From an optimization exercise on the open Yosys and OpenROAD flow, aimed at small area; shortcuts taken in it are not production practice.
Only simulation tests tie the RTL to the original design; equivalence was not proved.
No activity file was given, so power comes from the tool's default toggle rates.

`design.v`:
```
`timescale 1ns / 1ps
module temp_monitor(
    input         CLK100MHZ,         
    input         reset,             
    input         enable,            
    input  [12:0] manualSwitch,
    input         TMP_SDA_in,        
    output        TMP_SDA_out,       
    output        TMP_SDA_oe,        
    output        TMP_SCL,           
    output [6:0]  CA,                
    output [7:0]  AN,                
    output        dp,
    output        R,G,B,
    output [15:0] LED                
    );
    localparam [4:0] DASH  = 5'd16;
    localparam [4:0] BLANK = 5'd31;
    reg  [14:0] lfsr;
    wire        lz    = (lfsr[13:0] == 14'd0);
    wire        lzero = lz & ~lfsr[14];
    always @(posedge CLK100MHZ or posedge reset)
        if (reset) lfsr <= 15'd0;
        else       lfsr <= {lfsr[13:0], lfsr[14] ^ lfsr[13] ^ lz};
    reg  [2:0] pdig;                         
    wire [2:0] dig = pdig + {2'b00, lzero};   
    reg        started;
    always @(posedge CLK100MHZ or posedge reset)
        if (reset) begin
            pdig    <= 3'd7;
            started <= 1'b0;
        end else begin
            pdig    <= dig;
            started <= 1'b1;
        end
    localparam [8:0] PRE_FIRST = 9'd401;
    localparam [8:0] PRE_LAST  = 9'd456;
    reg  [8:0] pre;
    wire       tick = (pre == PRE_LAST);
    always @(posedge CLK100MHZ or posedge reset)
        if (reset) pre <= PRE_FIRST;
        else       pre <= {pre[7:0], ~(pre[8] ^ pre[4] ^ tick)};
    reg [2:0] sub;
    reg [6:0] ph;
    wire sub_end = (sub == 3'd4);
    always @(posedge CLK100MHZ or posedge reset)
        if (reset) begin
            sub <= 3'd0;
            ph  <= 7'd0;
        end else if (tick) begin
            sub <= sub_end ? 3'd0 : sub + 3'd1;
            if (sub_end)
                ph <= (ph == 7'd111) ? 7'd0 : ph + 7'd1;
        end
    assign TMP_SCL = ph[1];
    wire nack = (ph >= 7'd106);
    assign TMP_SDA_oe = (ph < 7'd34) | (ph >= 7'd70 && ph < 7'd74) | nack;
    reg obit;
    always @(*) begin
        if (ph[6])
            obit = ph[5];
        else if (ph == 7'd0)
            obit = 1'b1;
        else if (ph < 7'd3)
            obit = 1'b0;
        else if (ph < 7'd7)
            obit = 1'b1;
        else if (ph < 7'd15)
            obit = 1'b0;
        else if (ph < 7'd19)
            obit = 1'b1;
        else if (ph < 7'd23)
            obit = 1'b0;
        else
            obit = 1'b1;
    end
    assign TMP_SDA_out = obit;
    wire sample = tick & sub_end & (ph[1:0] == 2'b01) & (ph >= 7'd41) & (ph <= 7'd93) & (ph != 7'd73);
    reg [12:0] shreg;
    always @(posedge CLK100MHZ)
        if (sample) shreg <= {shreg[11:0], TMP_SDA_in};
    reg [12:0] T;
    reg        valid;
    wire       load = tick & nack;
    always @(posedge CLK100MHZ)
        if (load) T <= shreg;
    always @(posedge CLK100MHZ or posedge reset)
        if (reset)     valid <= 1'b0;
        else if (load) valid <= 1'b1;
    wire [12:0] V = ({13{enable & valid}} & T) | ({13{~enable}} & manualSwitch);
    assign LED = {V, 3'b000};
    reg [6:0] rc;
    reg       rgb;
    always @(posedge CLK100MHZ or posedge reset)
        if (reset) rc <= 7'd0;
        else       rc <= (rc == 7'd100) ? 7'd0 : rc + 7'd1;
    wire [7:0] TI = T[11:4];
    wire gt30  = (TI > 8'd30);
    wire hold  = ~valid | (~T[12] & ((TI == 8'd0) | (TI == 8'd30)));
    wire level = T[12] ? (rc < 7'd25) : gt30 ? (rc != 7'd100) : (rc < 7'd50);
    always @(posedge CLK100MHZ or posedge reset)
        if (reset)      rgb <= 1'b0;
        else if (!hold) rgb <= level;
    assign R = rgb;
    assign G = rgb;
    assign B = rgb;
    wire [4:0] code;
    tm_digit_code u_code(.enable(enable), .V(V), .dig(dig), .code(code));
    reg [4:0] ncode;
    always @(posedge CLK100MHZ or posedge reset)
        if (reset) ncode <= 5'd0;
        else       ncode <= ~code;
    wire [4:0] rcode = ~ncode;
    reg [6:0] seg;
    always @(*) begin
        case (rcode)
            5'd0 : seg = 7'b1000000;
            5'd1 : seg = 7'b1111001;
            5'd2 : seg = 7'b0100100;
            5'd3 : seg = 7'b0110000;
            5'd4 : seg = 7'b0011001;
            5'd5 : seg = 7'b0010010;
            5'd6 : seg = 7'b0000010;
            5'd7 : seg = 7'b1111000;
            5'd8 : seg = 7'b0000000;
            5'd9 : seg = 7'b0011000;
            5'd10: seg = 7'b0001000;
            5'd11: seg = 7'b0000011;
            5'd12: seg = 7'b1000110;
            5'd13: seg = 7'b0100001;
            5'd14: seg = 7'b0000110;
            5'd15: seg = 7'b0001110;
            5'd16: seg = 7'b0111111;
            default: seg = 7'b1111111;
        endcase
    end
    assign CA = seg;
    assign AN[0] = ~(pdig == 3'd0);
    assign AN[1] = ~(pdig == 3'd1);
    assign AN[2] = ~(pdig == 3'd2);
    assign AN[3] = ~(pdig == 3'd3);
    assign AN[4] = ~(pdig == 3'd4);
    assign AN[5] = ~(pdig == 3'd5);
    assign AN[6] = ~(started & pdig[2] & pdig[1]);
    assign AN[7] = 1'b1;
    assign dp    = ~(pdig == 3'd4);
endmodule
module tm_digit_code(
    input             enable,
    input      [12:0] V,
    input      [2:0]  dig,
    output reg [4:0]  code
    );
    localparam [4:0] DASH  = 5'd16;
    localparam [4:0] BLANK = 5'd31;
    wire        s   = V[12];
    wire [11:0] below;
    assign below[0] = 1'b0;
    genvar gi;
    generate for (gi = 1; gi < 12; gi = gi + 1) begin : g_neg
        assign below[gi] = below[gi-1] | V[gi-1];
    end endgenerate
    wire [11:0] mag = V[11:0] ^ ({12{s}} & below);
    wire [7:0]  I   = mag[11:4];
    wire [3:0]  F   = mag[3:0];
    wire [4:0] q;
    wire [2:0] r0, r1, r2, r3, r4;
    assign q[4] = I[7] & (I[6] | I[5]);
    assign r0 = {I[7] & ~I[6] & ~I[5], I[6] & (~I[7] | I[5]), (~I[7] & I[5]) | (I[7] & I[6] & ~I[5])};
    m5 s1(r0, I[4], q[3], r1);
    m5 s2(r1, I[3], q[2], r2);
    m5 s3(r2, I[2], q[1], r3);
    m5 s4(r3, I[1], q[0], r4);
    wire [3:0] r = {r4, I[0]};
    wire        ge100 = (q >= 5'd10);
    wire        ge10  = (q != 5'd0);
    wire [1:0]  hun   = {q >= 5'd20, ge100 & (q < 5'd20)};
    wire [3:0]  ten   = q - ((q >= 5'd20) ? 5'd20 : ge100 ? 5'd10 : 5'd0);
    reg [3:0] f1, f2, f3;
    always @(*) begin
        case (F[1:0])
            2'd0: f1 = 4'd0;
            2'd1: f1 = 4'd2;
            2'd2: f1 = 4'd5;
            default: f1 = 4'd7;
        endcase
        case (F[2:0])
            3'd0: f2 = 4'd0;
            3'd1: f2 = 4'd6;
            3'd2: f2 = 4'd2;
            3'd3: f2 = 4'd8;
            3'd4: f2 = 4'd5;
            3'd5: f2 = 4'd1;
            3'd6: f2 = 4'd7;
            default: f2 = 4'd3;
        endcase
        case (F)
            4'd0, 4'd1:   f3 = 4'd0;
            4'd2, 4'd3:   f3 = 4'd1;
            4'd4:         f3 = 4'd2;
            4'd5, 4'd6:   f3 = 4'd3;
            4'd7:         f3 = 4'd4;
            4'd8, 4'd9:   f3 = 4'd5;
            4'd10, 4'd11: f3 = 4'd6;
            4'd12:        f3 = 4'd7;
            4'd13, 4'd14: f3 = 4'd8;
            default:      f3 = 4'd9;
        endcase
    end
    always @(*) begin
        case (dig)
            3'd0: code = F[0] ? 5'd5 : 5'd0;
            3'd1: code = {1'b0, f1};
            3'd2: code = {1'b0, f2};
            3'd3: code = {1'b0, f3};
            3'd4: code = {1'b0, r};
            3'd5: code = enable ? q : ge10 ? {1'b0, ten} : (s ? DASH : BLANK);
            3'd6: code = enable ? (s ? DASH : BLANK) :
                         ge100 ? {3'b000, hun} : ((ge10 & s) ? DASH : BLANK);
            default: code = (~enable & s & ge100) ? DASH : BLANK;
        endcase
    end
endmodule
module m5(input [2:0] r, input b, output q, output [2:0] ro);
    assign q     = r[2] | (r[1] & (r[0] | b));
    assign ro[2] = (r[1] & ~r[0] & ~b) | (r[2] & b);
    assign ro[1] = (~r[1] & r[0]) | (r[1] & r[0] & b) | (r[2] & ~b);
    assign ro[0] = (~r[2] & ~r[1] & b) | (r[1] & r[0] & ~b) | (r[2] & ~b);
endmodule
```
`flow/run.sh`:
```
#!/bin/bash
# Own layout flow: the standard synthesis, then its combinational logic is
# re-mapped with a stronger ABC script (registers untouched), then the standard
# ORFS layout with the smallest buffer on the ports.
set -euo pipefail
W=$(pwd)
PLAT=$FLOW_HOME/platforms/$FLOW_PLATFORM
LIB=$PLAT/lib/sky130_fd_sc_hd__tt_025C_1v80.lib
RES=$W/orfs/results/$FLOW_PLATFORM/temp_monitor/base

# 1. standard synthesis (reference registers and names)
bash standard.sh synth > $W/log_1_standard_synth.txt 2>&1
cp $RES/1_2_yosys.v $W/std_1_2_yosys.v

# 2. re-map the combinational logic
python3 flow/cellmap.py $LIB > $W/cellmap.v
cat > $W/resyn.ys <<EOS
read_verilog $W/cellmap.v
read_liberty -lib -ignore_redef $LIB
read_verilog $W/std_1_2_yosys.v
hierarchy -top $FLOW_TOP
flatten
opt -purge
techmap
opt -fast -purge
read_liberty -lib -overwrite $LIB
abc -script $W/flow/resyn.abc -liberty $LIB -dont_use *probe* -dont_use *lpflow*
splitnets
opt_clean -purge
hilomap -singleton -hicell sky130_fd_sc_hd__conb_1 HI -locell sky130_fd_sc_hd__conb_1 LO
insbuf -buf sky130_fd_sc_hd__buf_1 A X
check -assert -mapped
tee -o $W/resyn_stat.txt stat -liberty $LIB
write_verilog -noattr -nohex -nodec $W/resyn.v
EOS
yosys -s $W/resyn.ys > $W/log_2_resyn.txt 2>&1
cp $W/resyn.v $RES/1_2_yosys.v
rm -f $RES/1_synth.odb $RES/1_synth.sdc

# 3. standard layout from the re-mapped netlist
export BUFFER_PORTS_ARGS="-buffer_cell sky130_fd_sc_hd__buf_1"
bash standard.sh > $W/log_3_layout.txt 2>&1
```
`flow/cellmap.py`:
```
#!/usr/bin/env python3
"""Write Verilog models (assign statements) of the combinational sky130hd cells."""
import re, sys
lib = sys.argv[1]
cells = {}
cell = None; pin = None; depth = 0; seq = set(); tri = set(); dirs = {}
for line in open(lib):
    m = re.match(r'\s*cell\s*\(\s*"?(\w+)"?\s*\)', line)
    if m:
        cell = m.group(1); cells[cell] = {}; dirs[cell] = {}; continue
    if cell is None: continue
    if re.match(r'\s*(ff|latch|statetable)\s*\(', line): seq.add(cell)
    if 'three_state' in line: tri.add(cell)
    m = re.match(r'\s*pin\s*\(\s*"?(\w+)"?\s*\)', line)
    if m: pin = m.group(1); continue
    m = re.match(r'\s*direction\s*:\s*"?(\w+)"?', line)
    if m and pin: dirs[cell][pin] = m.group(1)
    m = re.match(r'\s*function\s*:\s*"([^"]*)"', line)
    if m and pin: cells[cell][pin] = m.group(1)
out = []
for c, fs in cells.items():
    if c in seq or c in tri or not fs: continue
    ins = [p for p, d in dirs[c].items() if d == 'input']
    outs = [p for p in fs if dirs[c].get(p) == 'output']
    if not outs: continue
    out.append('module %s(%s);' % (c, ', '.join(ins + outs)))
    for p in ins: out.append('  input %s;' % p)
    for p in outs:
        out.append('  output %s;' % p)
        out.append('  assign %s = %s;' % (p, fs[p].replace('!', '~')))
    out.append('endmodule')
print('\n'.join(out))
```
`flow/resyn.abc`:
```
&get -n
&deepsyn -T 60
&put
dch -f
map -a
topo
```
`standard.sh`:
```
#!/bin/bash
# synth_recipe.tcl (not shown) runs the flow's synth.tcl, then flattens the netlist and writes it again
# the make line also repeats each setting of config.mk as NAME=value (left out here)
make -C /OpenROAD-flow-scripts/flow DESIGN_CONFIG=/design/flow/config.mk WORK_HOME=/design/flow/orfs CLKGATE_MAP_FILE= SYNTH_SCRIPT=/design/flow/synth_recipe.tcl "${@:-finish}"
```
`config.mk`:
```
export PLATFORM = sky130hd
export DESIGN_NAME = temp_monitor
export DESIGN_NICKNAME = temp_monitor
export VERILOG_FILES = /design/flow/design.v
export SDC_FILE = /design/flow/constraint.sdc
export NUM_CORES = 4
export LEC_CHECK = 0
export ABC_AREA = 1
export CAP_MARGIN = 20
export CORE_MARGIN = 2
export CORE_UTILIZATION = 70
export SLEW_MARGIN = 20
```
`constraint.sdc`:
```
create_clock -name core_clock -period 10.0 [get_ports {CLK100MHZ}]
set_input_delay 2.0000 -clock core_clock [delete_from_list [all_inputs] [get_ports {CLK100MHZ}]]
set_output_delay 2.0000 -clock core_clock [all_outputs]
set_load 0.01 [all_outputs]
```
==> impl_metrics.json, run 1 <==
{
  "status": "complete, no violations",
  "cts_resized": 0,
  "drt-vias-per-instance": 5.75,
  "grt_antenna_before_repair": 0,
  "drt-pass1-iter-count": 5,
  "cp-start-kind": "input pin",
  "layout_common_cells": "nor2_1, clkinv_1, nand2_1, buf_1, dfrtp_1",
  "cts_tree": "yes",
  "rsz0062_at_grt": "no",
  "required_ps": 10260,
  "arrival_ps": 9140,
  "clockBufferDepth": 2,
  "fin_worst_skew_ps": 10.3,
  "postCtsSetupBuffers": 0,
  "slowest_delay_ps": 330,
  "rows": 27,
  "grt_pass1_vias": 3443,
  "syn_area_per_cell_um2": 7.93,
  "worstPathMaxFanout": 16,
  "grt_pass1_wl_um": 15400,
  "setup_violations": 0,
  "min_period_ps": 8880,
  "first_iter_violations": 227,
  "grt_start_max_net_pins": 53,
  "insertedDiodeCount": 0,
  "clockRootBuffer": "clkbuf_8",
  "tns_ps": 0,
  "remaining_drc_errors": 0,
  "drtAntennaViolNets": 0,
  "grt_usage": 0.315,
  "crit_path_end_kind": "register",
  "hpwl_um": 6920,
  "ctsHoldBuffers": 0,
  "timing.final.crit_share": 0.888,
  "syn-cell-area_um2": 4100,
  "die_x_um": 80.5,
  "worst-setup-path-type": "input pin to register",
  "fin_ws_ps": 1120,
  "cp_common_cell": "nor2_1",
  "power.internal_w": 0.000445,
  "power_w": 0.000619,
  "final-hold-violation-count": 0,
  "clock_sinks": 78,
  "place_ws_ps": 588,
  "p_sw_frac": 0.281,
  "areaGrowthSynthToFinish_pct": 8.58,
  "yosys_warnings": 2,
  "gr-total-overflow": 0,
  "drt-total-wl_um": 9150,
  "gp_congestion": 0.924,
  "synthCells": 517,
  "power_frac_comb": 0.139,
  "hold_class": "register to register",
  "max_slew.worst_pin.slew_ps": 983,
  "seqPwrFrac": 0.534,
  "final_common_cell": "nor2_1",
  "clkPwrFrac": 0.327,
  "io-pin-count": 55,
  "die-area_um2": 6480,
  "io_buffers": 50,
  "p_switching_w": 0.000174,
  "die_h_um": 80.5,
  "coreArea_um2": 5570,
  "slew_viol_final": 0,
  "fmax_ghz": 0.113,
  "clkSlewWorstSetupHoldPaths_ps": 80,
  "nets": 566,
  "ir_worst_vdd_mv": 0.144,
  "wire_per_inst_um": 14.6,
  "vias": 3601,
  "p_per_area_nw_per_um2": 139,
  "h-tree-depth": 3,
  "p_leak_nw": 1.72,
  "drive_above_1_share": 0.0487,
  "slew_headroom": 0.342,
  "cpMaxStageDelayCell": "o21ai_0",
  "maxCapViolations": 0,
  "start_util": 0.735,
  "clk_latency_ps": 360,
  "cts_made_buffers": 9
}
## registers in the layout, summed over array words and instances (netlist names)
signal / flops
lfsr: 15
T: 13
shreg: 13
pre: 9
ph: 7
rc: 7
ncode: 5
pdig: 3
sub: 3
rgb: 1
started: 1
valid: 1
## power groups by stage
stage	combinational [W]	clock (W)	sequential (W)
3_5_place_dp	0.0000835	0	0.000337
4_1_cts	0.0000839	0.000205	0.000330
6_report	0.0000861	0.000202	0.000330
5_1_grt	0.0000979	0.000219	0.000331
3_3_place_gp	0.0000812	0	0.000337
2_1_floorplan	0.0000660	0	0.000337
## critical path: cells and delay by family
kind | cells | cell delay, ps
buffers and inverters | 10 | 1500
XOR/XNOR | 1 | 230
AND/OR/NAND/NOR | 22 | 2700
AO/OA/AOI/OAI | 14 | 2720
## area by class of cell
type,count,area (um^2)
flip-flops and latches,78,2090
multi-input cells,328,1600
fillers,383,1120
inverters,81,305
repair buffers,51,195
clock buffers,11,131
well taps,72,90.1
clock inverters,5,33.8
## through the flow
| step | instance area (um^2) | util | std cells | hold slack, ps |
|---|---|---|---|---|
| after floorplan | 4110 | - | 520 | 345 |
| after global routing | 4450 | 0.798 | 626 | 380 |
| after global placement | 4270 | 0.766 | 610 | 355 |
| after CTS | 4440 | 0.796 | 626 | 374 |
| after detailed placement | 4270 | 0.766 | 610 | 362 |
| final | 4450 | 0.798 | 626 | 375 |
## layer usage
| metal | wire [um] | global-route usage | vias up |
|---|---|---|---|
| met5 | 0 | 0 | - |
| met2 | 4480 | 0.522 | 152 |
| met1 | 3820 | 0.386 | 1661 |
| met4 | 284 | 0.156 | 0 |
| li1 | - | - | 1758 |
| met3 | 569 | 0.0764 | 30 |
## final timing paths
path                              startpoint            endpoint  slack, ps  depth (start not counted)
setup reg to reg           valid$_DFFE_PP0P_  ncode[2]$_DFF_PP0_       2710                         46
max in group asynchronous              reset  sub[2]$_DFFE_PP0N_       7730                          2
hold / removal              pre[7]$_DFF_PP1_    pre[8]$_DFF_PP1_        380                          0
min in group asynchronous              reset  lfsr[13]$_DFF_PP0_       1770                          2
setup / recovery                      enable  ncode[2]$_DFF_PP0_       1120                         47
hold reg to reg             pre[7]$_DFF_PP1_    pre[8]$_DFF_PP1_        380                          0
==> inputs of run 2 (changes only) <==
--- a/design.v
+++ b/design.v
@@ -75,29 +75,35 @@
             obit = 1'b1;
     end
     assign TMP_SDA_out = obit;
-    wire sample = tick & sub_end & (ph[1:0] == 2'b01) & (ph >= 7'd41) & (ph <= 7'd93) & (ph != 7'd73);
-    reg [12:0] shreg;
+    wire step_end = tick & sub_end;
+    wire sample   = step_end & (ph[1:0] == 2'b01) & (ph >= 7'd41) & (ph <= 7'd89) & (ph != 7'd73);
+    wire sample_l = step_end & (ph == 7'd93);
+    reg [12:0] ring;
     always @(posedge CLK100MHZ)
-        if (sample) shreg <= {shreg[11:0], TMP_SDA_in};
+        ring <= {ring[11:0], sample ? TMP_SDA_in : ring[12]};
+    reg lsb3;
+    always @(posedge CLK100MHZ)
+        if (sample_l) lsb3 <= TMP_SDA_in;
     reg [12:0] T;
     reg        valid;
-    wire       load = tick & nack;
+    wire       load = tick & (sub == 3'd0) & (ph == 7'd106);
     always @(posedge CLK100MHZ)
-        if (load) T <= shreg;
+        if (load) T <= {ring[1], ring[11], ring[8], ring[5], ring[2], ring[12], ring[9],
+                        ring[6], ring[0], ring[10], ring[7], ring[4], lsb3};
     always @(posedge CLK100MHZ or posedge reset)
         if (reset)     valid <= 1'b0;
         else if (load) valid <= 1'b1;
     wire [12:0] V = ({13{enable & valid}} & T) | ({13{~enable}} & manualSwitch);
     assign LED = {V, 3'b000};
-    reg [6:0] rc;
+    reg [6:0] rc;    
     reg       rgb;
     always @(posedge CLK100MHZ or posedge reset)
-        if (reset) rc <= 7'd0;
-        else       rc <= (rc == 7'd100) ? 7'd0 : rc + 7'd1;
+        if (reset) rc <= 7'd100;
+        else       rc <= (rc == 7'd0) ? 7'd100 : rc - 7'd1;
     wire [7:0] TI = T[11:4];
     wire gt30  = (TI > 8'd30);
     wire hold  = ~valid | (~T[12] & ((TI == 8'd0) | (TI == 8'd30)));
-    wire level = T[12] ? (rc < 7'd25) : gt30 ? (rc != 7'd100) : (rc < 7'd50);
+    wire level = T[12] ? (rc > 7'd75) : gt30 ? (rc != 7'd0) : (rc > 7'd50);
     always @(posedge CLK100MHZ or posedge reset)
         if (reset)      rgb <= 1'b0;
         else if (!hold) rgb <= level;
==> flow/resyn.abc (replaced) <==
&get -n
&deepsyn -T 60
&put
dch -f
amap -F 50 -A 50
topo
--- a/config.mk
+++ b/config.mk
@@ -9,4 +9,6 @@
 export CAP_MARGIN = 20
 export CORE_MARGIN = 2
 export CORE_UTILIZATION = 70
+export CTS_BUF_LIST = sky130_fd_sc_hd__clkbuf_8
+export CTS_CLUSTER_SIZE = 15
 export SLEW_MARGIN = 20
==> impl_metrics.json, run 2 <==
{
  "crit_path_end_kind": "register",
  "grt_pass1_wl_um": 13900,
  "layout_common_cells": "nor2_1, clkinv_1, buf_1, dfrtp_1, a21oi_1",
  "hold_class": "register to register",
  "r2r-end": "ncode[1]$_DFF_PP0_",
  "fin_worst_skew_ps": 14.4,
  "die_x_um": 78.4,
  "fmax_ghz": 0.110,
  "worstPathMaxFanout": 14,
  "dp.cells": 556,
  "grt_start_max_net_pins": 53,
  "rows": 27,
  "synthCells": 463,
  "ir_worst_vdd_mv": 0.208,
  "max_slew.worst_pin.slew_ps": 1010,
  "whs_path_depth": 0,
  "slew_viol_final": 0,
  "reg.largest.list": "lfsr: 15 flops, T: 13 flops, ring: 13 flops",
  "gr-total-overflow": 0,
  "hpwl_um": 5920,
  "required_ps": 10250,
  "drt-total-wl_um": 8350,
  "syn-cell-area_um2": 3870,
  "wire_per_inst_um": 14.5,
  "cpMaxStageDelayCell": "or3b_1",
  "cts_tree": "yes",
  "syn_area_per_cell_um2": 8.37,
  "clockBufferDepth": 2,
  "path_delay_family": "simple AND/OR/NAND/NOR gates",
  "die-area_um2": 6140,
  "final-instance-count-excl-fill": 574,
  "nets": 514,
  "die_h_um": 78.4,
  "io-pin-count": 55,
  "cp_num_buf_inv": 7,
  "coreArea_um2": 5440,
  "grt_antenna_before_repair": 0,
  "clk_latency_ps": 350,
  "final_common_cell": "nor2_1",
  "io_buffers": 50,
  "areaGrowthSynthToFinish_pct": 10.3,
  "slowest_delay_ps": 360,
  "timing.final.crit_share": 0.912,
  "grt_pass1_vias": 3066,
  "worstHoldStart": "ring[3]$_DFF_P_",
  "drt-vias-per-instance": 5.98,
  "cp-start-kind": "input pin",
  "h-tree-depth": 3,
  "yosys_warnings": 2,
  "power_w": 0.000645,
  "reg2regPathDepth": 47,
  "p_per_area_nw_per_um2": 151,
  "largest_register": "lfsr",
  "hold_end": "ring[4]$_DFF_P_",
  "cp-startpoint": "enable",
  "ff2ff_setup_slack_ps": 2270,
  "worst-setup-path-type": "input pin to register",
  "first_iter_violations": 355,
  "remaining_drc_errors": 0,
  "largest_reg_flops": 15,
  "drt-pass1-iter-count": 5,
  "drive_above_1_share": 0.0637,
  "insertedDiodeCount": 0,
  "status": "complete, no violations",
  "arrival_ps": 9370,
  "maxCapViolations": 0,
  "final-hold-violation-count": 0,
  "p_leak_nw": 1.63,
  "gp_congestion": 1.04,
  "drtAntennaViolNets": 0,
  "clockRootBuffer": "clkbuf_8",
  "vias": 3430,
  "postPlaceCellArea_um2": 4050,
  "fin_area_um2": 4270,
  "start_util": 0.712,
  "clock_sinks": 79,
  "setup_violations": 0,
  "cts_made_buffers": 9,
  "clkSlewWorstSetupHoldPaths_ps": 90,
  "grt_usage": 0.286,
  "min_period_ps": 9120,
  "cp_common_cell": "nor2_1",
  "r2r-start": "valid$_DFFE_PP0P_",
  "slew_headroom": 0.322
}
-- run 2: cell type report --
cell class	count	area [um^2]
Tap cell	72	90.1
Inverter	55	211
Timing Repair Buffer	53	210
Clock inverter	7	71.3
Sequential cell	79	1990
Clock buffer	9	124
Multi-Input combinational cell	299	1570
Fill cell	384	1170
-- run 2: how the worst max path moves through the flow --
stage / end / slack, ps / depth (start not counted)
floorplan: ncode[1]$_DFF_PP0_ / 1520 / 47
global placement: ncode[1]$_DFF_PP0_ / 770 / 48
detailed placement: ncode[1]$_DFF_PP0_ / 270 / 48
CTS: ncode[1]$_DFF_PP0_ / 560 / 48
global route: ncode[1]$_DFF_PP0_ / -60 / 48
finish: ncode[1]$_DFF_PP0_ / 880 / 48
-- run 2: layer usage --
metal	track usage	routed length (um)
met1	0.395	3670
met2	0.455	3930
met3	0.0529	529
met4	0.107	218
met5	0	0
-- run 2: report_power, final --
part	internal (W)	switching (W)
combinational	0.0000258	0.0000541
sequential	0.000327	0.00000105
clock	0.000116	0.000122
total	0.000468	0.000177
-- run 2: repair_timing --
| action | 4_1_cts | 5_1_grt |
|---|---|---|
| setup buffers | 0 | 2 |
| hold buffers | 0 | 0 |
| gates resized for setup | 0 | 6 |
| endpoints found under the setup margin | 0 | 5 |
-- run 2: worst reg2reg max path, delay by kind of cell, from the launching register on --
family | cells | cell delay (ps)
AO/OA/AOI/OAI | 14 | 2720
buffers and inverters | 6 | 950
AND/OR/NAND/NOR | 27 | 3510
flip-flops | 1 | 440
-- run 2: metrics by stage --
stage	utilization	TNS [ps]	hold WS, ps	setup WS, ps
floorplan	-	0	310	1520
global placement	0.745	0	311	770
detailed placement	0.745	0	313	270
CTS	0.781	0	332	559
global route	0.785	-59.7	337	-59.7
finish	0.785	0	331	880
==> inputs of run 3 (changes only) <==
--- a/flow/run.sh
+++ b/flow/run.sh
@@ -39,4 +39,5 @@
 
 # 3. standard layout from the re-mapped netlist
 export BUFFER_PORTS_ARGS="-buffer_cell sky130_fd_sc_hd__buf_1"
+export CTS_ARGS="-sink_clustering_enable -repair_clock_nets -sink_clustering_size 40 -buf_list sky130_fd_sc_hd__clkbuf_8 -dont_use_dummy_load"
 bash standard.sh > $W/log_3_layout.txt 2>&1
==> impl_metrics.json, run 3 <==
{
  "status": "complete, no violations",
  "layout_common_cells": "nor2_1, clkinv_1, buf_1, dfrtp_1, a21oi_1",
  "grt_start_max_net_pins": 53,
  "first_iter_violations": 353,
  "fmax_ghz": 0.110,
  "min_period_ps": 9100,
  "required_ps": 10240,
  "clockRootBuffer": "clkbuf_8",
  "crit_path_end_kind": "register",
  "maxCapViolations": 0,
  "insertedDiodeCount": 0,
  "largest_reg_flops": 15,
  "h-tree-depth": 3,
  "final_common_cell": "nor2_1",
  "slowest_delay_ps": 360,
  "final-instance-count-excl-fill": 567,
  "arrival_ps": 9340,
  "r2r-start": "valid$_DFFE_PP0P_",
  "wire_per_inst_um": 14.4,
  "cts_tree": "yes",
  "max_slew.worst_pin.slew_ps": 987,
  "fin_area_um2": 4200,
  "rows": 27,
  "cp_common_cell": "nor2_1",
  "die-area_um2": 6140,
  "largest_register": "lfsr",
  "drtAntennaViolNets": 0,
  "clockBufferDepth": 2,
  "grt_usage": 0.281,
  "die_h_um": 78.4,
  "hpwl_um": 5920,
  "final_core_util": 0.772,
  "cpMaxStageDelayCell": "or3b_1",
  "power_w": 0.000590,
  "final-hold-violation-count": 0,
  "gr-total-overflow": 0,
  "hold_class": "register to register",
  "grt_pass1_wl_um": 13500,
  "tns_ps": 0,
  "io_buffers": 50,
  "reg2regPathDepth": 47,
  "clock_sinks": 79,
  "p_leak_nw": 1.59,
  "cp-endpoint": "ncode[1]$_DFF_PP0_",
  "dp.cells": 556,
  "nets": 514,
  "start_util": 0.712,
  "p_per_area_nw_per_um2": 140,
  "grt_antenna_before_repair": 0,
  "grt_pass1_vias": 3024,
  "io-pin-count": 55,
  "ctsHoldBuffers": 0,
  "setup_violations": 0,
  "fin_worst_skew_ps": 22.0,
  "slew_viol_final": 0,
  "vias": 3403,
  "worst-setup-path-type": "input pin to register",
  "coreArea_um2": 5440,
  "cp-start-kind": "input pin",
  "drt-pass1-iter-count": 5,
  "r2r-end": "ncode[1]$_DFF_PP0_",
  "drt-total-wl_um": 8140,
  "syn_area_per_cell_um2": 8.37,
  "die_x_um": 78.4,
  "ff2ff_setup_slack_ps": 2330,
  "areaGrowthSynthToFinish_pct": 8.43,
  "cts_made_buffers": 9,
  "clkSlewWorstSetupHoldPaths_ps": 70,
  "drive_above_1_share": 0.0525,
  "timing.final.crit_share": 0.910,
  "ir_worst_vdd_mv": 0.151,
  "postPlaceCellArea_um2": 4050,
  "reg.largest.list": "lfsr: 15 flops, T: 13 flops, ring: 13 flops",
  "cp-startpoint": "enable",
  "gp_congestion": 1.04,
  "synthCells": 463,
  "clk_latency_ps": 350,
  "slew_headroom": 0.339,
  "syn-cell-area_um2": 3870,
  "drt-vias-per-instance": 6.00,
  "yosys_warnings": 2,
  "worstPathMaxFanout": 14,
  "remaining_drc_errors": 0
}
==> run 3: layer usage <==
| metal | track usage | routed length [um] | up-vias |
|---|---|---|---|
| li1 | - | - | 1667 |
| met5 | 0 | 0 | - |
| met2 | 0.439 | 3820 | 120 |
| met4 | 0.107 | 168 | 0 |
| met3 | 0.0747 | 470 | 24 |
| met1 | 0.381 | 3680 | 1592 |
==> run 3: how the worst min path moves through the flow <==
stage / startpoint / end / slack (ps) / depth (start not counted)
finish: ring[3]$_DFF_P_ / ring[4]$_DFF_P_ / 340 / 0
global route: ring[3]$_DFF_P_ / ring[4]$_DFF_P_ / 330 / 0
CTS: ring[3]$_DFF_P_ / ring[4]$_DFF_P_ / 330 / 0
detailed placement: ring[3]$_DFF_P_ / ring[4]$_DFF_P_ / 310 / 0
global placement: ring[3]$_DFF_P_ / ring[4]$_DFF_P_ / 310 / 0
floorplan: ring[3]$_DFF_P_ / ring[4]$_DFF_P_ / 310 / 0
==> run 3: what timing repair did <==
| item | in CTS | in global routing |
|---|---|---|
| endpoints found under the hold margin | 0 | 0 |
| buffers inserted | 0 | 2 |
| gates resized for setup | 0 | 6 |
| setup endpoints to repair | 0 | 5 |
==> run 3: power breakdown <==
group / switching [W] / total (W) / leakage [nW] / internal [W]
Sequential: 0.00000104 / 0.000328 / 0.833 / 0.000327
Combinational: 0.0000540 / 0.0000798 / 0.693 / 0.0000258
Clock: 0.000102 / 0.000182 / 0.0647 / 0.0000805
==> run 3: critical path: cells and delay by family <==
family                 cells  cell delay [ps]
AOI/OAI and AO/OA         14             2710
buffers and inverters      7             1120
and+or+nand+nor           27             3480
==> run 3: cell type report <==
| cell class | instances | area (um^2) |
|---|---|---|
| clock buffer | 9 | 124 |
| fill | 392 | 1240 |
| inverter | 55 | 211 |
| multi-input combinational | 299 | 1570 |
| sequential | 79 | 1990 |
| tap | 72 | 90.1 |
| timing repair buffer | 53 | 210 |
==> run 3: through the flow <==
step / setup slack [ps] / hold WS (ps)
2_1_floorplan: 1520 / 310
3_3_place_gp: 770 / 311
3_5_place_dp: 270 / 313
4_1_cts: 548 / 328
5_1_grt: -68.5 / 332
6_report: 897 / 335
==> inputs of run 4 (changes only) <==
--- a/flow/run.sh
+++ b/flow/run.sh
@@ -39,5 +39,5 @@
 
 # 3. standard layout from the re-mapped netlist
 export BUFFER_PORTS_ARGS="-buffer_cell sky130_fd_sc_hd__buf_1"
-export CTS_ARGS="-sink_clustering_enable -repair_clock_nets -sink_clustering_size 40 -buf_list sky130_fd_sc_hd__clkbuf_8 -dont_use_dummy_load"
+export CTS_ARGS="-sink_clustering_enable -repair_clock_nets -sink_clustering_size 20 -buf_list sky130_fd_sc_hd__clkbuf_8 -dont_use_dummy_load"
 bash standard.sh > $W/log_3_layout.txt 2>&1
==> impl_metrics.json, run 4 <==
{
  "clkPwrFrac": 0.309,
  "io_buffers": 50,
  "power.internal_w": 0.000433,
  "clk_latency_ps": 350,
  "hold_class": "register to register",
  "die-area_um2": 6140,
  "status": "complete, no violations",
  "reg.largest.list": "lfsr: 15 flops, T: 13 flops, ring: 13 flops",
  "h-tree-depth": 3,
  "nets": 514,
  "fin_worst_skew_ps": 22.0,
  "nFillCells": 392,
  "drt-pass1-iter-count": 5,
  "yosys_warnings": 2,
  "drive_above_1_share": 0.0525,
  "p_per_area_nw_per_um2": 140,
  "cp_common_cell": "nor2_1",
  "areaGrowthSynthToFinish_pct": 8.43,
  "slew_headroom": 0.339,
  "crit_path_end_kind": "register",
  "insertedDiodeCount": 0,
  "seqPwrFrac": 0.556,
  "largest_register": "lfsr",
  "slowest_delay_ps": 360,
  "rows": 27,
  "cts_tree": "yes",
  "required_ps": 10240,
  "max_slew.worst_pin.slew_ps": 987,
  "cpMaxStageDelayCell": "or3b_1",
  "gp_congestion": 1.04,
  "final_common_cell": "nor2_1",
  "timing.final.crit_share": 0.910,
  "wire_per_inst_um": 14.4,
  "clockRootBuffer": "clkbuf_8",
  "slew_viol_final": 0,
  "start_util": 0.712,
  "postPlaceCellArea_um2": 4050,
  "grt_usage": 0.281,
  "syn-cell-area_um2": 3870,
  "worstPathMaxFanout": 14,
  "fin_ws_ps": 897,
  "cp-startpoint": "enable",
  "ff2ff_setup_slack_ps": 2330,
  "hpwl_um": 5920,
  "place_ws_ps": 270,
  "p_leak_nw": 1.59,
  "clock_sinks": 79,
  "syn_area_per_cell_um2": 8.37,
  "arrival_ps": 9340,
  "tns_ps": 0,
  "reg2regPathDepth": 47,
  "synthCells": 463,
  "cts_made_buffers": 9,
  "fin_area_um2": 4200,
  "worst-setup-path-type": "input pin to register",
  "setup_violations": 0,
  "clkSlewWorstSetupHoldPaths_ps": 70,
  "drt-vias-per-instance": 6.00,
  "power_w": 0.000590,
  "grt_pass1_wl_um": 13500,
  "drtAntennaViolNets": 0,
  "p_switching_w": 0.000157,
  "die_h_um": 78.4,
  "final-hold-violation-count": 0,
  "power_frac_comb": 0.135,
  "ir_worst_vdd_mv": 0.151,
  "remaining_drc_errors": 0,
  "die_x_um": 78.4,
  "maxCapViolations": 0,
  "ctsHoldBuffers": 0,
  "min_period_ps": 9100,
  "first_iter_violations": 353,
  "worstHoldStart": "ring[3]$_DFF_P_",
  "fmax_ghz": 0.110,
  "cp-start-kind": "input pin",
  "largest_reg_flops": 15,
  "gr-total-overflow": 0,
  "grt_pass1_vias": 3024,
  "vias": 3403,
  "drt-total-wl_um": 8140,
  "cp-endpoint": "ncode[1]$_DFF_PP0_",
  "p_sw_frac": 0.266,
  "r2r-end": "ncode[1]$_DFF_PP0_",
  "clockBufferDepth": 2,
  "grt_antenna_before_repair": 0,
  "layout_common_cells": "nor2_1, clkinv_1, buf_1, dfrtp_1, a21oi_1",
  "grt_start_max_net_pins": 53,
  "io-pin-count": 55,
  "coreArea_um2": 5440,
  "r2r-start": "valid$_DFFE_PP0P_"
}
-- run 4: metrics by stage --
step / instances / util / hold slack, ps
after global routing: 567 / 0.772 / 332
after floorplan: 466 / - / 310
after global placement: 556 / 0.745 / 311
final: 567 / 0.772 / 335
after CTS: 565 / 0.768 / 328
after detailed placement: 556 / 0.745 / 313
-- run 4: critical path, delay by kind of cell --
kind                   cells  cell delay [ps]
and+or+nand+nor           27             3480
AOI/OAI and AO/OA         14             2710
buffers and inverters      7             1120
-- run 4: power groups by stage --
stage,combinational (W),sequential (W),clock [W]
2_1_floorplan,0.0000614,0.000334,0
3_3_place_gp,0.0000748,0.000334,0
3_5_place_dp,0.0000766,0.000334,0
4_1_cts,0.0000770,0.000328,0.000183
5_1_grt,0.0000902,0.000328,0.000196
6_report,0.0000798,0.000328,0.000182
-- run 4: area by class of cell --
| cell class | count | area (um^2) | area share |
|---|---|---|---|
| multi-input cells | 299 | 1570 | 0.374 |
| well taps | 72 | 90.1 | 0.0214 |
| clock buffers | 9 | 124 | 0.0295 |
| inverters | 55 | 211 | 0.0503 |
| flip-flops and latches | 79 | 1990 | 0.475 |
| repair buffers | 53 | 210 | 0.0500 |
-- run 4: worst min-delay path by stage --
| stage | end | slack (ps) | cells past startpoint |
|---|---|---|---|
| floorplan | ring[4]$_DFF_P_ | 310 | 0 |
| global placement | ring[4]$_DFF_P_ | 310 | 0 |
| detailed placement | ring[4]$_DFF_P_ | 310 | 0 |
| CTS | ring[4]$_DFF_P_ | 330 | 0 |
| global route | ring[4]$_DFF_P_ | 330 | 0 |
| finish | ring[4]$_DFF_P_ | 340 | 0 |
-- run 4: metal layers --
metal | global-route usage | wire length (um) | up-vias
met3 | 0.0747 | 470 | 24
met1 | 0.381 | 3680 | 1592
li1 | - | - | 1667
met4 | 0.107 | 168 | 0
met5 | 0 | 0 | -
met2 | 0.439 | 3820 | 120
-- run 4: what timing repair did --
| item | in CTS | in global routing |
|---|---|---|
| setup buffers | 0 | 2 |
| gates resized for setup | 0 | 6 |
| setup endpoints to repair | 0 | 5 |
==> inputs of run 5 (changes only) <==
--- a/design.v
+++ b/design.v
@@ -22,24 +22,26 @@
     always @(posedge CLK100MHZ or posedge reset)
         if (reset) lfsr <= 15'd0;
         else       lfsr <= {lfsr[13:0], lfsr[14] ^ lfsr[13] ^ lz};
-    reg  [2:0] pdig;                         
+    reg  [2:0] npdig;                        
+    wire [2:0] pdig = ~npdig;
     wire [2:0] dig = pdig + {2'b00, lzero};   
     reg        started;
     always @(posedge CLK100MHZ or posedge reset)
         if (reset) begin
-            pdig    <= 3'd7;
+            npdig   <= 3'd0;
             started <= 1'b0;
         end else begin
-            pdig    <= dig;
+            npdig   <= ~dig;
             started <= 1'b1;
         end
     localparam [8:0] PRE_FIRST = 9'd401;
     localparam [8:0] PRE_LAST  = 9'd456;
-    reg  [8:0] pre;
+    reg  [8:0] prex;                         
+    wire [8:0] pre  = prex ^ PRE_FIRST;
     wire       tick = (pre == PRE_LAST);
     always @(posedge CLK100MHZ or posedge reset)
-        if (reset) pre <= PRE_FIRST;
-        else       pre <= {pre[7:0], ~(pre[8] ^ pre[4] ^ tick)};
+        if (reset) prex <= 9'd0;
+        else       prex <= {pre[7:0], ~(pre[8] ^ pre[4] ^ tick)} ^ PRE_FIRST;
     reg [2:0] sub;
     reg [6:0] ph;
     wire sub_end = (sub == 3'd4);
@@ -80,26 +82,24 @@
     wire sample_l = step_end & (ph == 7'd93);
     reg [12:0] ring;
     always @(posedge CLK100MHZ)
-        ring <= {ring[11:0], sample ? TMP_SDA_in : ring[12]};
-    reg lsb3;
-    always @(posedge CLK100MHZ)
-        if (sample_l) lsb3 <= TMP_SDA_in;
+        ring <= {ring[11:2], sample_l ? TMP_SDA_in : ring[1], ring[0], sample ? TMP_SDA_in : ring[12]};
     reg [12:0] T;
     reg        valid;
     wire       load = tick & (sub == 3'd0) & (ph == 7'd106);
     always @(posedge CLK100MHZ)
         if (load) T <= {ring[1], ring[11], ring[8], ring[5], ring[2], ring[12], ring[9],
-                        ring[6], ring[0], ring[10], ring[7], ring[4], lsb3};
+                        ring[6], ring[0], ring[10], ring[7], ring[4], ring[3]};
     always @(posedge CLK100MHZ or posedge reset)
         if (reset)     valid <= 1'b0;
         else if (load) valid <= 1'b1;
     wire [12:0] V = ({13{enable & valid}} & T) | ({13{~enable}} & manualSwitch);
     assign LED = {V, 3'b000};
-    reg [6:0] rc;    
-    reg       rgb;
-    always @(posedge CLK100MHZ or posedge reset)
-        if (reset) rc <= 7'd100;
-        else       rc <= (rc == 7'd0) ? 7'd100 : rc - 7'd1;
+    reg  [6:0] rcx;   
+    wire [6:0] rc = rcx ^ 7'd100;    
+    reg        rgb;
+    always @(posedge CLK100MHZ or posedge reset)
+        if (reset) rcx <= 7'd0;
+        else       rcx <= ((rc == 7'd0) ? 7'd100 : rc - 7'd1) ^ 7'd100;
     wire [7:0] TI = T[11:4];
     wire gt30  = (TI > 8'd30);
     wire hold  = ~valid | (~T[12] & ((TI == 8'd0) | (TI == 8'd30)));
--- a/flow/run.sh
+++ b/flow/run.sh
@@ -12,9 +12,12 @@
 bash standard.sh synth > $W/log_1_standard_synth.txt 2>&1
 cp $RES/1_2_yosys.v $W/std_1_2_yosys.v
 
-# 2. re-map the combinational logic
+# 2. re-map the combinational logic: four ABC runs with different seeds,
+#    keep the smallest
 python3 flow/cellmap.py $LIB > $W/cellmap.v
-cat > $W/resyn.ys <<EOS
+for S in 1 2 3 4; do
+  sed "s/@SEED@/$S/" flow/resyn.abc > $W/resyn_$S.abc
+  cat > $W/resyn_$S.ys <<EOS
 read_verilog $W/cellmap.v
 read_liberty -lib -ignore_redef $LIB
 read_verilog $W/std_1_2_yosys.v
@@ -24,17 +27,26 @@
 techmap
 opt -fast -purge
 read_liberty -lib -overwrite $LIB
-abc -script $W/flow/resyn.abc -liberty $LIB -dont_use *probe* -dont_use *lpflow*
+abc -script $W/resyn_$S.abc -liberty $LIB -dont_use *probe* -dont_use *lpflow*
 splitnets
 opt_clean -purge
 hilomap -singleton -hicell sky130_fd_sc_hd__conb_1 HI -locell sky130_fd_sc_hd__conb_1 LO
 insbuf -buf sky130_fd_sc_hd__buf_1 A X
 check -assert -mapped
-tee -o $W/resyn_stat.txt stat -liberty $LIB
-write_verilog -noattr -nohex -nodec $W/resyn.v
+tee -o $W/resyn_stat_$S.txt stat -liberty $LIB
+write_verilog -noattr -nohex -nodec $W/resyn_$S.v
 EOS
-yosys -s $W/resyn.ys > $W/log_2_resyn.txt 2>&1
-cp $W/resyn.v $RES/1_2_yosys.v
+  yosys -s $W/resyn_$S.ys > $W/log_2_resyn_$S.txt 2>&1 &
+done
+wait
+BEST=$(for S in 1 2 3 4; do
+  if [[ -s $W/resyn_$S.v ]]; then
+    echo "$(awk '/Chip area/ {print $NF}' $W/resyn_stat_$S.txt) $S"
+  fi
+done | sort -g | head -1 | awk '{print $2}')
+echo "best resynthesis: seed $BEST" > $W/log_2_resyn_best.txt
+cat $W/resyn_stat_*.txt >> $W/log_2_resyn_best.txt
+cp $W/resyn_$BEST.v $RES/1_2_yosys.v
 rm -f $RES/1_synth.odb $RES/1_synth.sdc
 
 # 3. standard layout from the re-mapped netlist
==> flow/resyn.abc (replaced) <==
&get -n
&deepsyn -T 60 -S @SEED@
&put
dch -f
amap -F 50 -A 50
topo
==> impl_metrics.json, run 5 <==
{
  "cts_tree": "yes",
  "final_core_util": 0.811,
  "fmax_ghz": 0.109,
  "seqCellArea_um2": 1950,
  "nFillCells": 341,
  "final_common_cell": "nor2_1",
  "p_leak_nw": 1.54,
  "gp_congestion": 0.898,
  "io_buffers": 50,
  "insertedDiodeCount": 0,
  "ir_worst_vdd_mv": 0.124,
  "crit_path_end_kind": "register",
  "drive_above_1_share": 0.0575,
  "busiest_layer": "met2",
  "first_iter_violations": 285,
  "crit_cells": 54,
  "grt_start_max_net_pins": 53,
  "nets": 506,
  "slowest_delay_ps": 300,
  "die_h_um": 77.9,
  "grt_util_met2": 0.473,
  "start_util": 0.735,
  "remaining_drc_errors": 0,
  "largest_register": "lfsr",
  "drt-pass1-iter-count": 5,
  "whs_path_depth": 0,
  "coreArea_um2": 5200,
  "postCtsSetupBuffers": 0,
  "slew_headroom": 0.304,
  "r2r-end": "ncode[2]$_DFF_PP0_",
  "die_x_um": 77.9,
  "grt_pass1_wl_um": 13500,
  "timing.final.crit_share": 0.918,
  "reg.largest.list": "lfsr: 15 flops, T: 13 flops, ring: 13 flops",
  "required_ps": 10180,
  "die-area_um2": 6070,
  "maxCapViolations": 0,
  "hpwl_um": 5930,
  "dp.cells": 548,
  "layout_common_cells": "nor2_1, dfrtp_1, clkinv_1, buf_1, nand2_1",
  "cp_num_buf_inv": 10,
  "multi_input_area_um2": 1630,
  "hold_class": "register to register",
  "slew_viol_final": 0,
  "path_delay_family": "simple AND/OR/NAND/NOR gates",
  "r2r-start": "valid$_DFFE_PP0P_",
  "tns_ps": 0,
  "syn_area_per_cell_um2": 8.41,
  "max_slew.worst_pin.slew_ps": 1040,
  "p_per_area_nw_per_um2": 137,
  "synthCells": 455,
  "final-instance-count-excl-fill": 557,
  "grt_antenna_before_repair": 0,
  "yosys_warnings": 2,
  "grtUsageMet1": 0.359,
  "hold_end": "ring[12]$_DFF_P_",
  "use_met3": 0.0686,
  "final-hold-violation-count": 0,
  "largest_reg_flops": 15,
  "worst-setup-path-type": "input pin to register",
  "drtAntennaViolNets": 0,
  "drt-total-wl_um": 7980,
  "min_period_ps": 9180,
  "areaGrowthSynthToFinish_pct": 10.3,
  "ff2ff_setup_slack_ps": 2080,
  "clk_latency_ps": 340,
  "grt_pass1_vias": 3043,
  "grt_usage": 0.282,
  "clkSlewWorstSetupHoldPaths_ps": 70,
  "clockBufferDepth": 2,
  "worstPathMaxFanout": 14,
  "clock_sinks": 78,
  "worstHoldStart": "ring[11]$_DFF_P_",
  "cpMaxStageDelayCell": "a211oi_2",
  "arrival_ps": 9360,
  "gr-total-overflow": 0,
  "reg2regPathDepth": 51,
  "syn-cell-area_um2": 3830,
  "status": "complete, no violations",
  "drt-vias-per-instance": 5.89,
  "h-tree-depth": 3,
  "clockRootBuffer": "clkbuf_8",
  "io-pin-count": 55,
  "wire_per_inst_um": 14.3,
  "cp_common_cell": "nor2_1",
  "vias": 3279,
  "cts_made_buffers": 9,
  "setup_violations": 0,
  "rows": 26,
  "cp-start-kind": "input pin",
  "fin_worst_skew_ps": 27.8
}
==> run 5: metrics by stage <==
step	power (W)	hold WS, ps	area (um^2)	worst slack, ps
after floorplan	0.000387	327	3840	1060
after global placement	0.000401	332	4020	259
after detailed placement	0.000403	337	4020	-84.8
after CTS	0.000572	350	4140	120
after global routing	0.000603	356	4220	-91.6
final	0.000579	352	4220	824
==> run 5: cell type report <==
cell class | instances | area share
multi-input combinational | 292 | 0.387
tap | 70 | 0.0207
clock buffer | 9 | 0.0293
timing repair buffer | 53 | 0.0507
inverter | 55 | 0.0501
sequential | 78 | 0.462
==> run 5: worst max-delay path by stage <==
stage | start | endpoint | slack (ps)
detailed placement | enable | ncode[2]$_DFF_PP0_ | -80
floorplan | enable | ncode[2]$_DFF_PP0_ | 1060
CTS | enable | ncode[2]$_DFF_PP0_ | 120
finish | enable | ncode[2]$_DFF_PP0_ | 820
global placement | enable | ncode[0]$_DFF_PP0_ | 260
global route | enable | ncode[1]$_DFF_PP0_ | -90
==> run 5: what timing repair did <==
| item | 4_1_cts | 5_1_grt |
|---|---|---|
| resized for setup | 0 | 23 |
| endpoints found under the setup margin | 0 | 5 |
| hold buffers | 0 | 0 |
==> run 5: routing by layer <==
layer / share of wire / wire length [um] / vias to the layer above
li1: - / - / 1641
met1: 0.43 / 3450 / 1497
met2: 0.49 / 3900 / 122
met3: 0.058 / 464 / 19
met4: 0.020 / 163 / 0
met5: 0 / 0 / -
==> run 5: where the power goes <==
group          switching, W  leakage [nW]  internal (W)
sequential      0.000000562         0.811      0.000322
combinational     0.0000563         0.663     0.0000272
clock             0.0000928        0.0647     0.0000802
==> inputs of run 6 (changes only) <==
==> flow/resyn.abc (replaced) <==
&get -n
&deepsyn -T 60 -S @SEED@
&put
dch -f
amap -F 50 -A 50
topo
upsize -D 6000
dnsize -D 6000
==> impl_metrics.json, run 6 <==
{
  "die-area_um2": 6080,
  "slew_viol_final": 0,
  "fin_worst_skew_ps": 43.2,
  "drt-total-wl_um": 9050,
  "h-tree-depth": 3,
  "grt_pass1_wl_um": 14800,
  "syn_area_per_cell_um2": 8.44,
  "p_sw_frac": 0.262,
  "slowest_delay_ps": 470,
  "areaGrowthSynthToFinish_pct": 8.66,
  "wire_per_inst_um": 16.3,
  "status": "complete, no violations",
  "power.internal_w": 0.000425,
  "grt_pass1_vias": 3291,
  "gp_congestion": 0.926,
  "insertedDiodeCount": 0,
  "final-hold-violation-count": 0,
  "slew_headroom": 0.417,
  "nFillCells": 347,
  "seqCellArea_um2": 1950,
  "syn-cell-area_um2": 3830,
  "hpwl_um": 6690,
  "power_w": 0.000576,
  "rsz0062_at_grt": "no",
  "final-instance-count-excl-fill": 556,
  "reg.largest.list": "lfsr: 15 flops, T: 13 flops, ring: 13 flops",
  "io_buffers": 50,
  "min_period_ps": 9010,
  "remaining_drc_errors": 0,
  "nets": 505,
  "drive_above_1_share": 0.0350,
  "required_ps": 10210,
  "timing.final.crit_share": 0.901,
  "coreArea_um2": 5200,
  "clockRootBuffer": "clkbuf_8",
  "grt_start_max_net_pins": 53,
  "ctsHoldBuffers": 0,
  "rows": 26,
  "multi_input_area_um2": 1570,
  "power_frac_comb": 0.129,
  "worst-setup-path-type": "input pin to register",
  "fmax_ghz": 0.111,
  "drt-pass1-iter-count": 5,
  "synthCells": 454,
  "clkSlewWorstSetupHoldPaths_ps": 100,
  "place_ws_ps": 558,
  "fin_ws_ps": 989,
  "cpMaxStageDelayCell": "a211oi_1",
  "p_per_area_nw_per_um2": 138,
  "p_switching_w": 0.000151,
  "yosys_warnings": 2,
  "tns_ps": 0,
  "crit_path_end_kind": "register",
  "clock_sinks": 78,
  "hold_class": "register to register",
  "cts_tree": "yes",
  "max_slew.worst_pin.slew_ps": 873,
  "cts_made_buffers": 9,
  "ir_worst_vdd_mv": 0.141,
  "gr-total-overflow": 0,
  "vias": 3477,
  "cp_common_cell": "nor2_1",
  "layout_common_cells": "nor2_1, clkinv_1, dfrtp_1, buf_1, a21oi_1",
  "start_util": 0.736,
  "largest_reg_flops": 15,
  "drtAntennaViolNets": 0,
  "grt_usage": 0.311,
  "setup_violations": 0,
  "clockBufferDepth": 2,
  "clk_latency_ps": 370,
  "final_common_cell": "nor2_1",
  "io-pin-count": 55,
  "final_core_util": 0.800,
  "first_iter_violations": 237,
  "clkPwrFrac": 0.312,
  "dp.cells": 547,
  "cp-start-kind": "input pin",
  "die_h_um": 78.0,
  "seqPwrFrac": 0.560,
  "grt_antenna_before_repair": 0,
  "p_leak_nw": 1.52,
  "drt-vias-per-instance": 6.25,
  "worstPathMaxFanout": 7,
  "die_x_um": 78.0,
  "maxCapViolations": 0,
  "arrival_ps": 9220,
  "largest_register": "lfsr"
}
==> run 6: path summary, 6_finish.rpt <==
kind | start | end | slack, ps | cells past startpoint
max in group asynchronous | reset | ncode[3]$_DFF_PP0_ | 7670 | 2
min in group asynchronous | reset | ph[5]$_DFFE_PP0P_ | 1780 | 2
hold / removal | ring[4]$_DFF_P_ | ring[5]$_DFF_P_ | 330 | 0
setup reg to reg | valid$_DFFE_PP0P_ | ncode[0]$_DFF_PP0_ | 2290 | 45
hold reg to reg | ring[4]$_DFF_P_ | ring[5]$_DFF_P_ | 330 | 0
setup / recovery | enable | ncode[0]$_DFF_PP0_ | 990 | 46
==> run 6: area by class of cell <==
type | instances | area share
Clock buffer | 9 | 0.0298
Multi-Input combinational cell | 289 | 0.378
Timing Repair Buffer | 53 | 0.0505
Tap cell | 70 | 0.0210
Sequential cell | 78 | 0.469
Inverter | 57 | 0.0517
==> run 6: worst max-delay path: cells and delay by family <==
kind                   cells  cell delay (ps)
buffers and inverters      6              960
and+or+nand+nor           27             3180
AOI/OAI and AO/OA         13             3080
==> run 6: what timing repair did <==
| action | 4_1_cts | 5_1_grt |
|---|---|---|
| buffers inserted | 0 | 0 |
| gates resized for setup | 0 | 4 |
| endpoints found under the setup margin | 0 | 4 |
==> run 6: metal layers <==
| metal | track usage | wire [um] | vias up |
|---|---|---|---|
| met4 | 0.126 | 208 | 0 |
| li1 | - | - | 1654 |
| met5 | 0 | 0 | - |
| met2 | 0.514 | 4540 | 171 |
| met1 | 0.394 | 3750 | 1622 |
| met3 | 0.0791 | 562 | 30 |
==> run 6: per-stage QoR <==
| step | hold slack [ps] | area (um^2) |
|---|---|---|
| floorplan | 327 | 3840 |
| global placement | 329 | 4020 |
| detailed placement | 345 | 4020 |
| CTS | 330 | 4150 |
| global route | 333 | 4160 |
| finish | 332 | 4160 |
==> run 6: power groups by stage <==
stage,clock (W),combinational [W],sequential [W]
global route,0.000192,0.0000825,0.000322
CTS,0.000181,0.0000718,0.000322
finish,0.000179,0.0000740,0.000322
floorplan,0,0.0000552,0.000328
detailed placement,0,0.0000712,0.000329
global placement,0,0.0000687,0.000328
==> inputs of run 7 (changes only) <==
--- a/config.mk
+++ b/config.mk
@@ -8,7 +8,7 @@
 export ABC_AREA = 1
 export CAP_MARGIN = 20
 export CORE_MARGIN = 2
-export CORE_UTILIZATION = 70
+export CORE_UTILIZATION = 55
 export CTS_BUF_LIST = sky130_fd_sc_hd__clkbuf_8
 export CTS_CLUSTER_SIZE = 15
 export SLEW_MARGIN = 20
==> impl_metrics.json, run 7 <==
{
  "io-pin-count": 55,
  "grt_start_max_net_pins": 53,
  "areaGrowthSynthToFinish_pct": 8.59,
  "gp_congestion": 0.834,
  "cpMaxStageDelayCell": "a211oi_1",
  "crit_path_end_kind": "register",
  "drtAntennaViolNets": 0,
  "clockBufferDepth": 2,
  "cp-startpoint": "enable",
  "layout_common_cells": "nor2_1, clkinv_1, dfrtp_1, buf_1, a21oi_1",
  "slew_headroom": 0.427,
  "cp-endpoint": "ncode[3]$_DFF_PP0_",
  "grt_pass1_wl_um": 12800,
  "clock_sinks": 78,
  "grt_pass1_vias": 2889,
  "final_common_cell": "nor2_1",
  "cts_resized": 0,
  "die_x_um": 87.4,
  "worst-setup-path-type": "input pin to register",
  "start_util": 0.567,
  "h-tree-depth": 3,
  "ir_worst_vdd_mv": 0.103,
  "hold_class": "register to register",
  "remaining_drc_errors": 0,
  "grt_util_met2": 0.343,
  "cts_tree": "yes",
  "multi_input_area_um2": 1560,
  "fin_hold_ws_ps": 334,
  "max_slew.worst_pin.slew_ps": 858,
  "largest_reg_flops": 15,
  "grtUsageMet1": 0.298,
  "coreArea_um2": 6760,
  "drive_above_1_share": 0.0288,
  "drt-pass1-iter-count": 7,
  "die-area_um2": 7650,
  "clkSlewWorstSetupHoldPaths_ps": 70,
  "seqCellArea_um2": 1950,
  "insertedDiodeCount": 0,
  "setup_violations": 0,
  "p_per_area_nw_per_um2": 137,
  "rows": 30,
  "vias": 3242,
  "synthCells": 454,
  "drt-total-wl_um": 7780,
  "fmax_ghz": 0.113,
  "nFillCells": 634,
  "io_buffers": 50,
  "clockRootBuffer": "clkbuf_8",
  "r2r-end": "ncode[3]$_DFF_PP0_",
  "clk_latency_ps": 350,
  "timing.final.crit_share": 0.886,
  "grt_antenna_before_repair": 0,
  "cp-start-kind": "input pin",
  "postCtsSetupBuffers": 0,
  "reg.largest.list": "lfsr: 15 flops, T: 13 flops, ring: 13 flops",
  "use_met3": 0.0474,
  "nets": 505,
  "status": "complete, no violations",
  "hpwl_um": 5890,
  "min_period_ps": 8860,
  "required_ps": 10210,
  "gr-total-overflow": 0,
  "die_h_um": 87.4,
  "grt_usage": 0.214,
  "wire_per_inst_um": 13.7,
  "first_iter_violations": 186,
  "maxCapViolations": 0,
  "final-hold-violation-count": 0,
  "cp_common_cell": "nor2_1",
  "r2r-start": "valid$_DFFE_PP0P_",
  "ctsHoldBuffers": 0,
  "arrival_ps": 9080,
  "largest_register": "lfsr",
  "rsz0062_at_grt": "no",
  "busiest_layer": "met2",
  "final_core_util": 0.616,
  "yosys_warnings": 2,
  "tns_ps": 0,
  "syn_area_per_cell_um2": 8.44,
  "ff2ff_setup_slack_ps": 2420,
  "power_w": 0.000568,
  "syn-cell-area_um2": 3830,
  "cts_made_buffers": 9,
  "fin_worst_skew_ps": 32.7,
  "drt-vias-per-instance": 5.73,
  "slew_viol_final": 0,
  "worstPathMaxFanout": 9,
  "p_leak_nw": 1.51,
  "reg2regPathDepth": 45,
  "slowest_delay_ps": 390
}
run 7: cell types whose count changed in the layout (fill, tap and decap cells not counted), sizes merged:
cell,change
clkinv,+1
inv,-1
run 7: per-layer routing:
| metal | vias to the layer above | share of wire |
|---|---|---|
| met5 | - | 0 |
| met4 | 0 | 0.0081 |
| met3 | 5 | 0.045 |
| met2 | 82 | 0.47 |
| met1 | 1509 | 0.47 |
| li1 | 1646 | - |
run 7: worst max-delay path: cells and delay by family:
family                 cells  cell delay, ps
AOI/OAI and AO/OA         13            2850
buffers and inverters      6            1030
and+or+nand+nor           27            3180
run 7: worst min-delay path by stage:
| stage | start | end | cells after the start |
|---|---|---|---|
| final | ring[11]$_DFF_P_ | ring[12]$_DFF_P_ | 0 |
| after detailed placement | ring[5]$_DFF_P_ | ring[6]$_DFF_P_ | 0 |
| after global placement | ring[2]$_DFF_P_ | ring[3]$_DFF_P_ | 0 |
| after CTS | ring[11]$_DFF_P_ | ring[12]$_DFF_P_ | 0 |
| after global routing | ring[0]$_DFF_P_ | ring[1]$_DFF_P_ | 0 |
| after floorplan | ring[9]$_DFF_P_ | ring[10]$_DFF_P_ | 0 |
run 7: area by class of cell:
type,count,area share
clock buffers,9,0.0298
inverters,57,0.0517
multi-input cells,289,0.375
flip-flops and latches,78,0.469
well taps,80,0.0241
repair buffers,53,0.0505
run 7: through the flow:
stage	std cells	instance area, um^2	setup slack [ps]
finish	566	4160	1140
global route	566	4160	116
CTS	566	4160	951
detailed placement	557	4030	639
global placement	557	4030	961
floorplan	457	3840	1860
run 7: power breakdown:
part | switching, W | internal, W | total [W]
clock | 0.0000942 | 0.0000804 | 0.000175
sequential | 0.000000496 | 0.000322 | 0.000322
combinational | 0.0000484 | 0.0000226 | 0.0000710
total | 0.000143 | 0.000425 | 0.000568
==> inputs of run 8 (changes only) <==
--- a/config.mk
+++ b/config.mk
@@ -8,7 +8,7 @@
 export ABC_AREA = 1
 export CAP_MARGIN = 20
 export CORE_MARGIN = 2
-export CORE_UTILIZATION = 55
+export CORE_UTILIZATION = 45
 export CTS_BUF_LIST = sky130_fd_sc_hd__clkbuf_8
 export CTS_CLUSTER_SIZE = 15
 export SLEW_MARGIN = 20
==> impl_metrics.json, run 8 <==
{
  "h-tree-depth": 3,
  "cp_common_cell": "nor2_1",
  "reg.largest.list": "lfsr: 15 flops, T: 13 flops, ring: 13 flops",
  "first_iter_violations": 170,
  "ir_worst_vdd_mv": 0.0891,
  "grt_pass1_wl_um": 13300,
  "grt_usage": 0.186,
  "areaGrowthSynthToFinish_pct": 9.41,
  "crit_cells": 46,
  "coreArea_um2": 8220,
  "rsz0062_at_grt": "no",
  "syn-cell-area_um2": 3830,
  "synthCells": 454,
  "rows": 33,
  "fin_worst_skew_ps": 28.2,
  "wire_per_inst_um": 13.7,
  "nets": 505,
  "p_per_area_nw_per_um2": 135,
  "r2r-end": "ncode[3]$_DFF_PP0_",
  "ctsHoldBuffers": 0,
  "fmax_ghz": 0.110,
  "drt-pass1-iter-count": 4,
  "worstPathMaxFanout": 9,
  "die-area_um2": 9270,
  "cts_made_buffers": 9,
  "largest_reg_flops": 15,
  "worstHoldStart": "ring[11]$_DFF_P_",
  "hpwl_um": 6250,
  "layout_common_cells": "nor2_1, clkinv_1, dfrtp_1, buf_1, a21oi_1",
  "crit_path_end_kind": "register",
  "cts_tree": "yes",
  "hold_class": "register to register",
  "clockBufferDepth": 2,
  "clockRootBuffer": "clkbuf_8",
  "slowest_delay_ps": 370,
  "reg2regPathDepth": 45,
  "drt-total-wl_um": 8080,
  "gr-total-overflow": 0,
  "gp_congestion": 0.871,
  "worst-setup-path-type": "input pin to register",
  "start_util": 0.466,
  "drtAntennaViolNets": 0,
  "io-pin-count": 55,
  "die_x_um": 96.3,
  "insertedDiodeCount": 0,
  "p_leak_nw": 1.51,
  "tns_ps": 0,
  "hold_end": "ring[12]$_DFF_P_",
  "drive_above_1_share": 0.0288,
  "min_period_ps": 9050,
  "largest_register": "lfsr",
  "required_ps": 10200,
  "slew_headroom": 0.424,
  "yosys_warnings": 2,
  "cp-start-kind": "input pin",
  "maxCapViolations": 0,
  "io_buffers": 50,
  "grt_pass1_vias": 2966,
  "r2r-start": "valid$_DFFE_PP0P_",
  "slew_viol_final": 0,
  "path_delay_family": "simple AND/OR/NAND/NOR gates",
  "arrival_ps": 9250,
  "grt_antenna_before_repair": 0,
  "syn_area_per_cell_um2": 8.44,
  "cpMaxStageDelayCell": "a211oi_1",
  "final_common_cell": "nor2_1",
  "die_h_um": 96.3,
  "cp_num_buf_inv": 6,
  "vias": 3219,
  "ff2ff_setup_slack_ps": 2350,
  "clkSlewWorstSetupHoldPaths_ps": 70,
  "timing.final.crit_share": 0.905,
  "cts_resized": 0,
  "whs_path_depth": 0,
  "final-hold-violation-count": 0,
  "postCtsSetupBuffers": 0,
  "drt-vias-per-instance": 5.45,
  "grt_start_max_net_pins": 53,
  "clk_latency_ps": 340,
  "power_w": 0.000566,
  "remaining_drc_errors": 0,
  "status": "complete, no violations",
  "clock_sinks": 78,
  "setup_violations": 0,
  "max_slew.worst_pin.slew_ps": 863
}
==> run 8: stage by stage <==
stage / area [um^2] / hold slack [ps] / cells / setup WS, ps / utilization
global placement: 4070 / 336 / 582 / 924 / 0.495
finish: 4190 / 339 / 591 / 950 / 0.510
CTS: 4190 / 341 / 591 / 866 / 0.510
global route: 4190 / 340 / 591 / 74.0 / 0.510
detailed placement: 4070 / 336 / 582 / 563 / 0.495
floorplan: 3840 / 327 / 457 / 1860 / -
==> run 8: report_power, final <==
part | internal, W | switching, W | total [W]
clock network | 0.0000803 | 0.0000919 | 0.000172
logic | 0.0000226 | 0.0000489 | 0.0000715
registers | 0.000322 | 0.000000454 | 0.000322
total | 0.000425 | 0.000141 | 0.000566
==> run 8: metal layers <==
metal | vias up | track usage | routed length, um | share of wire
li1 | 1643 | - | - | -
met4 | 0 | 0.0452 | 27 | 0.0033
met1 | 1511 | 0.248 | 3860 | 0.48
met2 | 63 | 0.302 | 3830 | 0.47
met5 | - | 0 | 0 | 0
met3 | 2 | 0.0509 | 362 | 0.045
==> run 8: worst max path at each step <==
stage          slack (ps)            endpoint  startpoint
2_1_floorplan        1860  ncode[3]$_DFF_PP0_      enable
3_3_place_gp          920  ncode[3]$_DFF_PP0_      enable
3_5_place_dp          560  ncode[3]$_DFF_PP0_      enable
4_1_cts               870  ncode[3]$_DFF_PP0_      enable
5_1_grt                70  ncode[2]$_DFF_PP0_      enable
6_report              950  ncode[3]$_DFF_PP0_      enable
==> run 8: cell type report <==
cell class,count,area [um^2]
Fill cell,805,4030
Sequential cell,78,1950
Multi-Input combinational cell,289,1560
Inverter,57,215
Timing Repair Buffer,53,210
Tap cell,105,131
Clock buffer,9,124

## port drivers added, routing unchanged
How much do the figures lean on ideal ports? The routed layouts below were timed once more, with nothing changed but the port constraints. Step 1 assumes that a clkbuf_16 drives the clock port and a buf_2 every other input. Step 2, shift: input delay + t, output delay - t, t = (earliest + latest rising clock arrival at the registers) / 2. This alone moves slack from input paths to output paths. Slacks: no drivers / after step 1 / after step 2; pairs: no drivers / after step 1.
run | t (ns) | setup slack, ns | hold slack, ns | worst slew at a driven data input, ns
run 1 | 0.383 | 1.122 / 1.129 / 0.746 | 0.375 / 0.375 / 0.375 | 0.03
run 2 | 0.368 | 0.880 / 0.889 / 0.520 | 0.331 / 0.331 / 0.331 | 0.04
run 3 | 0.371 | 0.897 / 0.905 / 0.534 | 0.335 / 0.335 / 0.335 | 0.04
run 4 | 0.371 | 0.897 / 0.905 / 0.534 | 0.335 / 0.335 / 0.335 | 0.04
run 5 | 0.357 | 0.824 / 0.825 / 0.468 | 0.352 / 0.352 / 0.352 | 0.03
run 6 | 0.373 | 0.989 / 0.995 / 0.622 | 0.332 / 0.332 / 0.332 | 0.04
run 7 | 0.360 | 1.137 / 1.146 / 0.786 | 0.334 / 0.334 / 0.334 | 0.03
run 8 | 0.352 | 0.950 / 0.952 / 0.601 | 0.339 / 0.339 / 0.339 | 0.04
After both steps every run listed still meets setup and hold. The setup slack of run 1, which loses most, moves by +0.007 ns with the drivers and by -0.376 ns with both steps.
